This design comes from an exercise in tuning for small area and a short achievable clock period on the open sky130 flow, not from production work.
RTL that was checked went through simulation tests only; none was proved equivalent to the original.
Power and IR drop assume default switching activity.

== trial 79 ==
Design gb_apu, start of the top module:
module gb_apu (
    input  logic        clk,
    input  logic        reset,
    input  logic [15:0] addr_i,
    input  logic [ 7:0] data_i,
    input  logic        wren,
    output logic [ 7:0] data_o,
    output logic [15:0] left,
    output logic [15:0] right
);
Size: ~2400 cells after synthesis, roughly 590 flip-flops, about 67 I/O pins, roughly 0.030 mm^2 of cells after synthesis.
clock: 11.0 ns
lec_check: 0
cap_margin: 20
core_margin: 2
core_utilization: 40
setup_slack_margin: 4
slew_margin: 20
run.sh (not shown) runs the stock make flow with config.mk's settings and CLKGATE_MAP_FILE= SYNTH_SCRIPT=/design/flow/synth_recipe.tcl, a recipe that flattens the netlist after the stock synthesis.
Trial 79 ran to completion and came out clean on the timing, design-rule and antenna checks.
For trial 47, these inputs were changed with respect to trial 79:
- SETUP_SLACK_MARGIN changed from 4 to 5
[summary]
- Delta (trial 47 minus trial 79): multi-input gate share of total cell area dropped 0.65 points; footprint of the multi-input gates saw an increase; fmax shows an increase of about 9%; overall power up 3.0%; final HPWL from detailed placement level.
- Taking trial 79 as the reference, in trial 47 clock power increased by about 5% relative to the old numbers, routed wire length increased by about 6% relative to the old numbers, die area closely matched the old numbers.
- Lower power dissipated in combinational cells goes to trial 79 over trial 47.
No functional check of the RTL was part of any run of this note.

========
Another version of the RTL of gb_apu (not shown whole).
For scale: ~2300 cells after synthesis, ~0.029 mm² of cells after synthesis.
clock: 11.0 ns
lec_check: 0
cap_margin: 10
core_margin: 2
core_utilization: 60
cts_cluster_diameter: 80
cts_cluster_size: 30
setup_slack_margin: 4.6
slew_margin: 10
tns_end_percent: 20
standard.sh (not shown) runs the stock make flow with config.mk's settings and CLKGATE_MAP_FILE= SYNTH_SCRIPT=/design/flow/synth_recipe.tcl, a recipe that flattens the netlist after the stock synthesis.
==> flow/flow/run.sh <==
#!/bin/bash
cp standard.sh standard_sh_copy.txt
cp config.mk config_mk_copy.txt
export BUFFER_PORTS_ARGS="-buffer_cell sky130_fd_sc_hd__buf_2"
bash standard.sh > standard_flow.log 2>&1
Next try:
--- a/flow/config.mk
+++ b/flow/config.mk
@@ -8 +8 @@
-export CAP_MARGIN = 10
+export CAP_MARGIN = 20
@@ -10 +10 @@
-export CORE_UTILIZATION = 60
+export CORE_UTILIZATION = 50
@@ -14,2 +14 @@
-export SLEW_MARGIN = 10
-export TNS_END_PERCENT = 20
+export SLEW_MARGIN = 20
Area after synthesis stays the same.
Utilization is lower by 12 points.
First-iteration DRC count decreases by 14%.
Cell area goes down by 0.40%.
Wire length goes down by 2.3%.
Setup slack is worse by 7.7 ps.
Power came out lower by 3.1%.
Sequential cell count does not change.
Non-clock buffer count shrinks by 13.
Next try:
--- a/flow/config.mk
+++ b/flow/config.mk
@@ -10 +10 @@
-export CORE_UTILIZATION = 50
+export CORE_UTILIZATION = 60
@@ -13 +13 @@
-export SETUP_SLACK_MARGIN = 4.6
+export SETUP_SLACK_MARGIN = 4.9
Result: The new run completed with no timing, DRC or antenna violations; setup slack gains 51 ps; hold slack loses 3.9 ps; combinational power came out higher by a few percent; cell area came out higher slightly; total power came out higher by a few percent.
Next try:
--- a/flow/config.mk
+++ b/flow/config.mk
@@ -7,0 +8 @@
+export ABC_AREA = 1
@@ -13 +14 @@
-export SETUP_SLACK_MARGIN = 4.9
+export SETUP_SLACK_MARGIN = 4.6
Result: Maximum frequency falls by 1.1%; global-route usage rose by 2.3 points; cell area fell by 2.0%; power rises by 3.5%; combinational power rose by 23%; non-clock buffer count came out lower by 19; core utilization fell by 1.1 points; critical path depth goes up by 2; clock power hardly moves.
Next try:
--- a/flow/config.mk
+++ b/flow/config.mk
@@ -8 +7,0 @@
-export ABC_AREA = 1
@@ -11 +10 @@
-export CORE_UTILIZATION = 60
+export CORE_UTILIZATION = 65
@@ -13,2 +12,3 @@
-export CTS_CLUSTER_SIZE = 30
-export SETUP_SLACK_MARGIN = 4.6
+export CTS_CLUSTER_SIZE = 25
+export GPL_ROUTABILITY_DRIVEN = 0
+export SETUP_SLACK_MARGIN = 4.62
Outcome: The new run passed the timing, design-rule and antenna checks; clock power is lower by about 3%; cell count goes down by about 19%; setup slack improves by 25 ps; worst hold slack gets better by 4.5 ps; die area went down by 6.9%; via count came out lower by 16%; design area went up by about 0.9%; count of clock-buffer cells in the layout rises by 3.
Next try:
--- a/flow/config.mk
+++ b/flow/config.mk
@@ -10 +10 @@
-export CORE_UTILIZATION = 65
+export CORE_UTILIZATION = 60
@@ -12,3 +12,2 @@
-export CTS_CLUSTER_SIZE = 25
-export GPL_ROUTABILITY_DRIVEN = 0
-export SETUP_SLACK_MARGIN = 4.62
+export CTS_CLUSTER_SIZE = 30
+export SETUP_SLACK_MARGIN = 4.6
The new run produced a clean layout.
Routed wire length decreases by 3.1%.
Clock-buffer cell count is lower by 8.
Power went down by 2.4%.

========
Another version of the RTL of gb_apu (not shown whole).
Size: about 2500 cells after synthesis, roughly 29000 um^2 of cells after synthesis.
clock: 11.0 ns
lec_check: 0
cap_margin: 20
core_margin: 2
core_utilization: 40
cts_buf_list: sky130_fd_sc_hd__clkbuf_4
setup_slack_margin: 5
slew_margin: 20
run.sh (not shown) runs the stock make flow with config.mk's settings and CLKGATE_MAP_FILE= SYNTH_SCRIPT=/design/flow/synth_recipe.tcl, a recipe that flattens the netlist after the stock synthesis.
Stock flow here: none of the scripts above is used.
The first run completed without violations.
Next try:
Settings changed: CTS_BUF_LIST sky130_fd_sc_hd__clkbuf_4 to unset.
Result:
- The changed run produced a clean layout
- total power is higher by 4.5%
- final cell count is lower by 4.4%
- hold slack is about the same
Function was not checked in any run of this note: the RTL went through the layout flow alone.

========
## run a
Another version of the RTL of gb_apu (not shown whole).
For scale: about 2400 cells after synthesis, ~0.029 mm² of cells after synthesis.
Settings: LEC_CHECK=0, CAP_MARGIN=20, CORE_MARGIN=2, CORE_UTILIZATION=40, CTS_CLUSTER_DIAMETER=80, CTS_CLUSTER_SIZE=30, SETUP_SLACK_MARGIN=4.6, SLEW_MARGIN=20; clock period 11.0 ns.
Run a completed end to end with timing, DRC and antenna clean.
--- input diff run a..run b ---
- SETUP_SLACK_MARGIN now 5, was 4.6
==> flow/flow/run.sh (new file) <==
#!/bin/bash
cp standard.sh standard_sh_copy.txt
cp config.mk config_mk_copy.txt
export BUFFER_PORTS_ARGS="-buffer_cell sky130_fd_sc_hd__buf_4"
bash standard.sh > standard_flow.log 2>&1
==> flow/standard.sh (new file) <==
#!/bin/bash
# synth_recipe.tcl (not shown) runs the flow's synth.tcl, then flattens the netlist and writes it again
# the make line also repeats each setting of config.mk as NAME=value (left out here)
make -C /OpenROAD-flow-scripts/flow DESIGN_CONFIG=/design/flow/config.mk WORK_HOME=/design/flow/orfs CLKGATE_MAP_FILE= SYNTH_SCRIPT=/design/flow/synth_recipe.tcl "${@:-finish}"
removed: flow/run.sh
- Run b has worst reg2reg path depth above what run a had.
- | clock distribution area overhead in the final layout | run a vs run b | ≈ equal |
- Required time of the worst setup path: run b vs run a — no meaningful difference
- Compared with run a, run b instantiates a smaller number of cells.
- Delta (run b minus run a): first-pass GRT wire length held steady; via count normalized by instance count shrank by 0.021.
- Comparing the two runs side by side, run b comes out ahead of run a on wire length.
- Run b went all the way through synthesis, placement and routing and the layout is clean on timing, DRC and antenna.
Function was not checked in any run of this note: the RTL went through the layout flow alone.

========
Setup of try-raven:
gb_apu again, from the RTL that the note above started with.
clock: 11.0 ns
lec_check: 0
cap_margin: 20
core_margin: 2
core_utilization: 40
cts_cluster_diameter: 80
cts_cluster_size: 20
setup_slack_margin: 4.6
slew_margin: 20
standard.sh (not shown) runs the stock make flow with config.mk's settings and CLKGATE_MAP_FILE= SYNTH_SCRIPT=/design/flow/synth_recipe.tcl, a recipe that flattens the netlist after the stock synthesis.
==> flow/flow/run.sh <==
#!/bin/bash
cp standard.sh standard_sh_copy.txt
cp config.mk config_mk_copy.txt
export BUFFER_PORTS_ARGS="-buffer_cell sky130_fd_sc_hd__buf_2"
bash standard.sh > standard_flow.log 2>&1
try-raven finished all stages; the layout is clean.
The inputs of try-quartz differ from those of try-raven as listed below.
Settings: SETUP_SLACK_MARGIN now 4.5, was 4.6; ABC_AREA now 1, previously not set; CORE_UTILIZATION now 60, was 40.
--- outcome ---
In try-quartz the layout-stage area growth over the synthesis result turned out 3.8 points lower than in try-raven. Wire: try-quartz routes more than try-raven. try-quartz against try-raven: setup slack after layout shows a reduction of 0.11 ns, total cell area at the placement stage decreased by 2.9% relative to the old numbers, overall power saw an increase.
Input changes introduced in try-fjord (baseline for comparison: try-quartz):
Settings: CORE_UTILIZATION changed from 60 to 75; ABC_AREA removed (was 1).
Notes after the runs:
- Pin slew with the least headroom to its limit on try-fjord is up relative to try-quartz.
- For try-fjord, the highest routing layer actually used was met5, unlike try-quartz, where it was met4.
- Of try-quartz and try-fjord, the run reporting the higher clock share of power was try-quartz.
- For the clock buffer count in the final layout, try-fjord came in 1 higher than try-quartz did.
- Taking try-quartz as 1.0, try-fjord lands at 0.942 on total wire length.
- Compared to try-quartz, try-fjord has critical path depth 5 lower.
- Looking at minimum clock period, try-fjord sits 0.10 ns lower than try-quartz does.
- Density: try-fjord denser than try-quartz
- Against try-quartz, try-fjord reports a number of nets at the end of the flow that is lower.
- Wire length of the first global-routing pass (higher): try-quartz
- Largest family of logic cells by synthesized area: multiplexers -> try-fjord, simple AND/OR/NAND/NOR gates -> try-quartz
[inputs] try-cedar vs try-fjord
Settings: a deleted CTS_CLUSTER_SIZE that had been 20; a change of CORE_UTILIZATION from 75 to 40; a change of SETUP_SLACK_MARGIN from 4.5 to 5; a deleted CTS_CLUSTER_DIAMETER that had been 80.
==> flow/run.sh (new file) <==
#!/bin/bash
# synth_recipe.tcl (not shown) runs the flow's synth.tcl, then flattens the netlist and writes it again
# the make line also repeats each setting of config.mk as NAME=value (left out here)
make -C /OpenROAD-flow-scripts/flow DESIGN_CONFIG=/design/flow/config.mk WORK_HOME=/design/flow/orfs CLKGATE_MAP_FILE= SYNTH_SCRIPT=/design/flow/synth_recipe.tcl finish
removed: flow/flow/run.sh
removed: flow/standard.sh
### Flow results
Comparing setup slack after placement for try-cedar and try-fjord, the bigger number came from try-fjord. try-cedar vs. try-fjord: setup slack went up by 0.026 ns. The minimum clock period of try-cedar is lower than that of try-fjord.
Input-level comparison between try-willow and try-cedar:
Settings: SETUP_SLACK_MARGIN: 5 -> 4.6; CTS_CLUSTER_DIAMETER: unset -> 80; CTS_CLUSTER_SIZE: unset -> 30; CORE_UTILIZATION: 40 -> 60.
==> flow/flow/run.sh (new file) <==
#!/bin/bash
cp standard.sh standard_sh_copy.txt
cp config.mk config_mk_copy.txt
export BUFFER_PORTS_ARGS="-buffer_cell sky130_fd_sc_hd__buf_2"
bash standard.sh > standard_flow.log 2>&1
==> flow/standard.sh (new file) <==
#!/bin/bash
# synth_recipe.tcl (not shown) runs the flow's synth.tcl, then flattens the netlist and writes it again
# the make line also repeats each setting of config.mk as NAME=value (left out here)
make -C /OpenROAD-flow-scripts/flow DESIGN_CONFIG=/design/flow/config.mk WORK_HOME=/design/flow/orfs CLKGATE_MAP_FILE= SYNTH_SCRIPT=/design/flow/synth_recipe.tcl "${@:-finish}"
removed: flow/run.sh
| wire length on met2 | try-willow vs try-cedar | 3.4 mm lower |. Min sequential share of layout area across try-willow and try-cedar: try-cedar. Summary: time the worst path needs with I/O delays and setup, try-willow better than try-cedar. Re hold slack: try-willow and try-cedar aren't equal, and the lower value belongs to try-cedar. [try-willow] final RePlAce weighted congestion rose 0.010 relative to try-cedar.
No run of this note included a check of the RTL's function; only the layout flow was run.

========
## v55
gb_apu, a different RTL version from the one above (not shown whole).
Size in the first run: ~590 flip-flops, roughly 29,000 um^2 of cells after synthesis.
Settings: LEC_CHECK=0, CAP_MARGIN=20, CORE_MARGIN=2, CORE_UTILIZATION=60, CTS_CLUSTER_DIAMETER=80, CTS_CLUSTER_SIZE=30, SETUP_SLACK_MARGIN=4.3, SLEW_MARGIN=20; clock period 11.0 ns.
==> flow/flow/run.sh <==
#!/bin/bash
cp standard.sh standard_sh_copy.txt
cp config.mk config_mk_copy.txt
export BUFFER_PORTS_ARGS="-buffer_cell sky130_fd_sc_hd__buf_2"
bash standard.sh > standard_flow.log 2>&1
v55: full flow OK, the timing, design-rule and antenna checks passed
What v2 does differently from v55 at the input level:
# v55
export LEC_CHECK = 0
export CAP_MARGIN = 20
export CORE_MARGIN = 2
export CORE_UTILIZATION = 60
export CTS_CLUSTER_DIAMETER = 80
export CTS_CLUSTER_SIZE = 30
export SETUP_SLACK_MARGIN = 4.3
export SLEW_MARGIN = 20
create_clock -name core_clock -period 11.0 [get_ports {clk}]
# v2
export LEC_CHECK = 0
export CAP_MARGIN = 20
export CORE_MARGIN = 2
export CORE_UTILIZATION = 70
export CTS_CLUSTER_DIAMETER = 80
export CTS_CLUSTER_SIZE = 30
export PLACE_DENSITY = 0.75
export SETUP_SLACK_MARGIN = 4.65
export SLEW_MARGIN = 20
create_clock -name core_clock -period 11.0 [get_ports {clk}]
--- outcome ---
Compared to v55, the routing of v2 uses more wire. Comparing v55 against v2, there is no change at all in sequential cell count of the final layout. v2 reports its highest metal layer with signal wires as met4 while v55 reports met5. Between v2 and v55, it is v2 whose highest fanout seen on the critical path is lower, by 23. v2 vs v55: antenna diode instance count up. Half-perimeter wire length after detailed placement (higher): v2.
The inputs of v23 differ from those of v2 as listed below.
# v2
export LEC_CHECK = 0
export CAP_MARGIN = 20
export CORE_MARGIN = 2
export CORE_UTILIZATION = 70
export CTS_CLUSTER_DIAMETER = 80
export CTS_CLUSTER_SIZE = 30
export PLACE_DENSITY = 0.75
export SETUP_SLACK_MARGIN = 4.65
export SLEW_MARGIN = 20
create_clock -name core_clock -period 11.0 [get_ports {clk}]
# v23
export LEC_CHECK = 0
export CAP_MARGIN = 20
export CORE_MARGIN = 2
export CORE_UTILIZATION = 60
export CTS_CLUSTER_DIAMETER = 80
export CTS_CLUSTER_SIZE = 30
export SETUP_SLACK_MARGIN = 4.65
export SLEW_MARGIN = 20
create_clock -name core_clock -period 11.0 [get_ports {clk}]
## What came out
v23 and v2 ended up with roughly the same number of nets at the end of the flow.
Between v23 and v2, it is v23 whose maximum clock skew at final layout is lower, by 14 ps.
Taking v2 as the reference, in v23 final worst slack up 12 ps; clock period minus worst slack down 12 ps; worst hold slack flat.
For v9, these inputs were changed with respect to v23:
# v23
export LEC_CHECK = 0
export CAP_MARGIN = 20
export CORE_MARGIN = 2
export CORE_UTILIZATION = 60
export CTS_CLUSTER_DIAMETER = 80
export CTS_CLUSTER_SIZE = 30
export SETUP_SLACK_MARGIN = 4.65
export SLEW_MARGIN = 20
create_clock -name core_clock -period 11.0 [get_ports {clk}]
# v9
export LEC_CHECK = 0
export CAP_MARGIN = 20
export CORE_MARGIN = 2
export CORE_UTILIZATION = 70
export CTS_CLUSTER_DIAMETER = 80
export CTS_CLUSTER_SIZE = 30
export PLACE_DENSITY = 0.75
export SETUP_SLACK_MARGIN = 4.5
export SLEW_MARGIN = 20
create_clock -name core_clock -period 11.0 [get_ports {clk}]
### Flow results
STATUS leakage power: v9 wins against v23
Looking only at global router's overall resource usage, and setting everything else aside, the lower value of v9 and v23 goes to v23.
A worst setup path endpoint of data_o[2] is what v23 shows, while data_o[6] belongs to v9.
Per the comparison of v9 with v23, maximum clock frequency lower, total wirelength of the detailed-routed design lower.
No run of this note included a check of the RTL's function; only the layout flow was run.

========
Setup of job 5444:
gb_apu, a different RTL version from the one above (not shown whole).
For scale: roughly 2400 cells after synthesis, roughly 590 flip-flops, about 67 I/O pins, roughly 30000 um2 of cells after synthesis.
export LEC_CHECK = 0
export CAP_MARGIN = 20
export CORE_MARGIN = 2
export CORE_UTILIZATION = 60
export CTS_CLUSTER_DIAMETER = 80
export CTS_CLUSTER_SIZE = 30
export SETUP_SLACK_MARGIN = 4.9
export SLEW_MARGIN = 20
export SYNTH_HIERARCHICAL = 1
export SYNTH_MINIMUM_KEEP_SIZE = 700
create_clock -name core_clock -period 11.0 [get_ports {clk}]
Scripts as last shown in full above: flow/flow/run.sh
Input changes introduced in job 3764 (baseline for comparison: job 5444):
Settings: changing SETUP_SLACK_MARGIN from 4.9 to 5; setting TNS_END_PERCENT to 20 for the first time.
Job 3764 vs job 5444 on clock share of power: job 3764 is the higher one. Relative to job 5444, cell count along the critical path has gone up in job 3764. Job 5444 → job 3764: number of antenna violations at the first check in global routing rose 1, design area shrank by 0.43%. Job 3764: PASS, flow complete, no timing, DRC or antenna violations.
Function was not checked in any run of this note: the RTL went through the layout flow alone.

what the ideal ports hide:
Ports are ideal in the flow. The routed layouts listed here were re-timed in OpenROAD. Step 1 assumes that a clkbuf_16 drives the clock port and a buf_2 every other input. Step 2 adds t to the input delays and takes it off the output delays; t is the mean of the earliest and latest rising clock arrival at the registers after step 1. Input paths then give back, and output paths get back, about the clock's delay inside the block. Three values: ideal, step 1, step 2; two values: the first two.
run | shift t [ns] | setup slack, ns | slew at the worst register clock pin (ns)
trial 79 | 0.663 | 3.885 / 3.726 / 3.638 | 0.07 / 0.07
trial 47 | 0.667 | 4.501 / 4.298 / 4.287 | 0.07 / 0.07
the first run of note 2 | 0.639 | 4.589 / 4.276 / 4.146 | 0.11 / 0.11
the second run of note 2 | 0.680 | 4.582 / 4.331 / 4.036 | 0.12 / 0.12
the third run of note 2 | 0.634 | 4.633 / 4.343 / 4.245 | 0.11 / 0.11
the fourth run of note 2 | 0.649 | 4.560 / 4.482 / 4.096 | 0.12 / 0.12
the fifth run of note 2 | 0.630 | 4.586 / 4.246 / 4.087 | 0.10 / 0.10
the sixth run of note 2 | 0.683 | 4.628 / 4.388 / 4.013 | 0.11 / 0.11
the first run of note 3 | 1.078 | 4.095 / 4.032 / 4.032 | 0.08 / 0.08
the second run of note 3 | 0.690 | 4.053 / 3.919 / 3.919 | 0.07 / 0.07
run a | 0.704 | 4.434 / 4.250 / 3.795 | 0.12 / 0.12
run b | 0.701 | 4.424 / 4.275 / 3.938 | 0.12 / 0.12
try-raven | 0.660 | 4.468 / 4.236 / 3.974 | 0.09 / 0.09
try-quartz | 0.645 | 4.356 / 4.314 / 4.124 | 0.09 / 0.09
try-fjord | 0.633 | 4.460 / 4.225 / 3.852 | 0.09 / 0.09
try-cedar | 0.675 | 4.486 / 4.170 / 3.864 | 0.06 / 0.06
try-willow | 0.691 | 4.615 / 4.327 / 3.871 | 0.12 / 0.12
v55 | 0.668 | 4.318 / 4.227 / 3.830 | 0.11 / 0.11
v2 | 0.672 | 4.583 / 4.419 / 4.133 | 0.12 / 0.12
v23 | 0.673 | 4.595 / 4.382 / 4.123 | 0.11 / 0.11
v9 | 0.668 | 4.530 / 4.357 / 3.950 | 0.12 / 0.12
job 5444 | 0.649 | 4.753 / 4.554 / 4.320 | 0.11 / 0.11
job 3764 | 0.646 | 4.758 / 4.567 / 4.110 | 0.12 / 0.12
After both steps setup and hold are still met in every run listed. For try-willow, which loses most, drivers alone change the setup slack by -0.288 ns; drivers and shift together by -0.744 ns.
